Background: an optimization exercise with open tools, aiming at small area. Do not read the settings as production practice.
Power is estimated from default activity; no workload was simulated.

Design Pipeline_CPU, start of the top module:
module Pipeline_CPU(
    input clk,
    input rst,
    input[31:0] Data_in,
    input[31:0] inst_IF,
    output[31:0] PC_out_IF,
    output[31:0] PC_out_ID,
    output[31:0] inst_ID,
    output[31:0] PC_out_EX,
    output       MemRW_Ex,
    output       MemRW_Mem,
    output[31:0] Addr_out,
    output[31:0] Data_out,
    output[31:0] Data_out_WB
);
clock: 6.3 ns
lec_check: 0
cap_margin: 20
core_margin: 2
core_utilization: 60
gpl_timing_driven: 0
slew_margin: 20
synth_hierarchical: 1
standard.sh (not shown) runs the stock make flow with config.mk's settings and CLKGATE_MAP_FILE= SYNTH_SCRIPT=/design/flow/synth_recipe.tcl, a recipe that flattens the netlist after the stock synthesis.
==> flow/flow/run.sh <==
#!/bin/bash
# Layout flow: the standard flow (standard.sh) with these changes:
#  - the port buffers are the smallest buffer cell (buf_1);
#  - the clock tree is built from clkbuf_16 in clusters of at most 30
#    sinks, without dummy loads;
#  - the larger buffers (buf_6 and up) are not used, so that repair
#    buffers the high-fanout nets with small buffers;
#  - the buffers synthesis made are removed before placement
#    (REMOVE_ABC_BUFFERS), as the standard flow's timing-driven
#    placement would.
# Each step's full log is under orfs/logs; standard.sh's own output goes
# to standard.log.
set -e
PLATFORM_DONT_USE="$(sed -n '/^export DONT_USE_CELLS += /,/^#/p' $FLOW_HOME/platforms/sky130hd/config.mk | grep -o 'sky130_fd_sc_hd__[a-z0-9_]*' | tr '\n' ' ')"
EXTRA_DONT_USE="sky130_fd_sc_hd__buf_6 sky130_fd_sc_hd__buf_8 sky130_fd_sc_hd__buf_12 sky130_fd_sc_hd__buf_16 sky130_fd_sc_hd__bufbuf_8 sky130_fd_sc_hd__bufbuf_16"
export BUFFER_PORTS_ARGS="-buffer_cell sky130_fd_sc_hd__buf_1"
export CTS_ARGS="-sink_clustering_enable -repair_clock_nets -buf_list sky130_fd_sc_hd__clkbuf_16 -sink_clustering_size 30 -sink_clustering_max_diameter 60 -dont_use_dummy_load"
bash standard.sh "DONT_USE_CELLS=$PLATFORM_DONT_USE $EXTRA_DONT_USE" REMOVE_ABC_BUFFERS=1 finish > standard.log 2>&1
Change:
--- a/flow/flow/run.sh
+++ b/flow/flow/run.sh
@@ -3,3 +3,3 @@
 #  - the port buffers are the smallest buffer cell (buf_1);
-#  - the clock tree is built from clkbuf_16 in clusters of at most 30
+#  - the clock tree is built from clkbuf_8 in clusters of at most 16
 #    sinks, without dummy loads;
@@ -16,3 +16,3 @@
 export BUFFER_PORTS_ARGS="-buffer_cell sky130_fd_sc_hd__buf_1"
-export CTS_ARGS="-sink_clustering_enable -repair_clock_nets -buf_list sky130_fd_sc_hd__clkbuf_16 -sink_clustering_size 30 -sink_clustering_max_diameter 60 -dont_use_dummy_load"
+export CTS_ARGS="-sink_clustering_enable -repair_clock_nets -buf_list sky130_fd_sc_hd__clkbuf_8 -sink_clustering_size 16 -sink_clustering_max_diameter 50 -dont_use_dummy_load"
 bash standard.sh "DONT_USE_CELLS=$PLATFORM_DONT_USE $EXTRA_DONT_USE" REMOVE_ABC_BUFFERS=1 finish > standard.log 2>&1
The new run finished with timing, DRC and antenna clean.
Clock skew rose by 0.016 ns.
Global-route usage rose by 0.17 points.
Clock-buffer cell count rose by 35.
No run of this note included a check of the RTL's function; only the layout flow was run.

Pipeline_CPU, a different RTL version from the one above (not shown whole).
Size: about 58000 um2 of cells after synthesis.
==> flow/config.mk <==
export PLATFORM = sky130hd
export DESIGN_NAME = Pipeline_CPU
export DESIGN_NICKNAME = Pipeline_CPU
export VERILOG_FILES = /design/flow/design.v
export SDC_FILE = /design/flow/constraint.sdc
export NUM_CORES = 8
export LEC_CHECK = 0
export CAP_MARGIN = 20
export CORE_MARGIN = 2
export CORE_UTILIZATION = 60
export GPL_TIMING_DRIVEN = 0
export SLEW_MARGIN = 20
export SYNTH_HIERARCHICAL = 1
==> flow/constraint.sdc <==
create_clock -name core_clock -period 6.3 [get_ports {clk}]
set_input_delay 1.2600 -clock core_clock [delete_from_list [all_inputs] [get_ports {clk}]]
set_output_delay 1.2600 -clock core_clock [all_outputs]
set_load 0.01 [all_outputs]
==> flow/flow/run.sh <==
#!/bin/bash
# Layout flow: the standard flow (standard.sh) with these changes:
#  - the port buffers are the smallest buffer cell (buf_1);
#  - the clock tree is built from clkbuf_8 in clusters of at most 16
#    sinks, without dummy loads;
#  - the larger buffers (buf_6 and up) are not used, so that repair
#    buffers the high-fanout nets with small buffers;
#  - the buffers synthesis made are removed before placement
#    (REMOVE_ABC_BUFFERS), as the standard flow's timing-driven
#    placement would.
# Each step's full log is under orfs/logs; standard.sh's own output goes
# to standard.log.
set -e
PLATFORM_DONT_USE="$(sed -n '/^export DONT_USE_CELLS += /,/^#/p' $FLOW_HOME/platforms/sky130hd/config.mk | grep -o 'sky130_fd_sc_hd__[a-z0-9_]*' | tr '\n' ' ')"
EXTRA_DONT_USE="sky130_fd_sc_hd__buf_6 sky130_fd_sc_hd__buf_8 sky130_fd_sc_hd__buf_12 sky130_fd_sc_hd__buf_16 sky130_fd_sc_hd__bufbuf_8 sky130_fd_sc_hd__bufbuf_16"
export BUFFER_PORTS_ARGS="-buffer_cell sky130_fd_sc_hd__buf_1"
export CTS_ARGS="-sink_clustering_enable -repair_clock_nets -buf_list sky130_fd_sc_hd__clkbuf_8 -sink_clustering_size 16 -sink_clustering_max_diameter 50 -dont_use_dummy_load"
bash standard.sh "DONT_USE_CELLS=$PLATFORM_DONT_USE $EXTRA_DONT_USE" REMOVE_ABC_BUFFERS=1 finish > standard.log 2>&1
The starting point finished with timing, DRC and antenna clean.
Change:
==> flow/flow/run.sh (replaced) <==
#!/bin/bash
# Layout flow: the standard flow (standard.sh) with three changes:
#  - the port buffers are the smallest buffer cell (buf_1);
#  - the clock tree is built from clkbuf_8 in clusters of at most 16
#    sinks, without dummy loads;
#  - after global routing, gates off the critical paths are downsized
#    (RECOVER_POWER);
#  - the largest buffers (buf_8 and up) are not used, so that repair
#    buffers the high-fanout nets with small buffers.
# Each step's full log is under orfs/logs; standard.sh's own output goes
# to standard.log.
set -e
PLATFORM_DONT_USE="$(sed -n '/^export DONT_USE_CELLS += /,/^#/p' $FLOW_HOME/platforms/sky130hd/config.mk | grep -o 'sky130_fd_sc_hd__[a-z0-9_]*' | tr '\n' ' ')"
EXTRA_DONT_USE="sky130_fd_sc_hd__buf_8 sky130_fd_sc_hd__buf_12 sky130_fd_sc_hd__buf_16 sky130_fd_sc_hd__bufbuf_8 sky130_fd_sc_hd__bufbuf_16"
export BUFFER_PORTS_ARGS="-buffer_cell sky130_fd_sc_hd__buf_1"
export CTS_ARGS="-sink_clustering_enable -repair_clock_nets -buf_list sky130_fd_sc_hd__clkbuf_8 -sink_clustering_size 16 -sink_clustering_max_diameter 50 -dont_use_dummy_load"
bash standard.sh "DONT_USE_CELLS=$PLATFORM_DONT_USE $EXTRA_DONT_USE" RECOVER_POWER=100 finish > standard.log 2>&1
The new run ran to the end with violations: max-capacitance violations, max-slew violations.
Critical path depth is unchanged.
Worst setup slack gets better by 120 ps.
Final area rose slightly.
Total power fell slightly.
Change:
--- a/flow/flow/run.sh
+++ b/flow/flow/run.sh
@@ -5,4 +5,2 @@
 #    sinks, without dummy loads;
-#  - after global routing, gates off the critical paths are downsized
-#    (RECOVER_POWER);
 #  - the largest buffers (buf_8 and up) are not used, so that repair
@@ -16,2 +14,2 @@
 export CTS_ARGS="-sink_clustering_enable -repair_clock_nets -buf_list sky130_fd_sc_hd__clkbuf_8 -sink_clustering_size 16 -sink_clustering_max_diameter 50 -dont_use_dummy_load"
-bash standard.sh "DONT_USE_CELLS=$PLATFORM_DONT_USE $EXTRA_DONT_USE" RECOVER_POWER=100 finish > standard.log 2>&1
+bash standard.sh "DONT_USE_CELLS=$PLATFORM_DONT_USE $EXTRA_DONT_USE" finish > standard.log 2>&1
Now the flow completed without violations; design area barely changes; worst hold slack hardly moves; setup slack gains 26 ps; clock skew barely changes; total power stays flat.
No run of this note included a check of the RTL's function; only the layout flow was run.

what the ideal ports hide:
How much do the figures lean on ideal ports? The routed layouts below were timed once more, with nothing changed but the port constraints. Step 1, drivers: a clkbuf_16 drives clk and a buf_2 each remaining input, both assumed. Step 2 moves the port delays by t, midway between the first and last clock arrival at a register: inputs arrive t later, outputs are due t later. That takes back most of the time a late clock gives input paths. a / b / c = ideal ports / drivers / drivers and shift; a / b = the first two.
run | t, ns | setup WS [ns] | worst setup path after step 2 | worst data-port slew with drivers (ns)
the first run of note 1 | 0.773 | 0.068 / -0.007 / 0.201 | register to register | 0.04
the second run of note 1 | 0.906 | 0.194 / 0.129 / 0.232 | register to register | 0.05
the first run of note 2 | 0.902 | 0.036 / -0.045 / 0.190 | register to register | 0.10
the second run of note 2 | 0.911 | 0.156 / 0.081 / 0.240 | register to register | 0.09
the third run of note 2 | 0.910 | 0.182 / 0.108 / 0.215 | register to register | 0.09
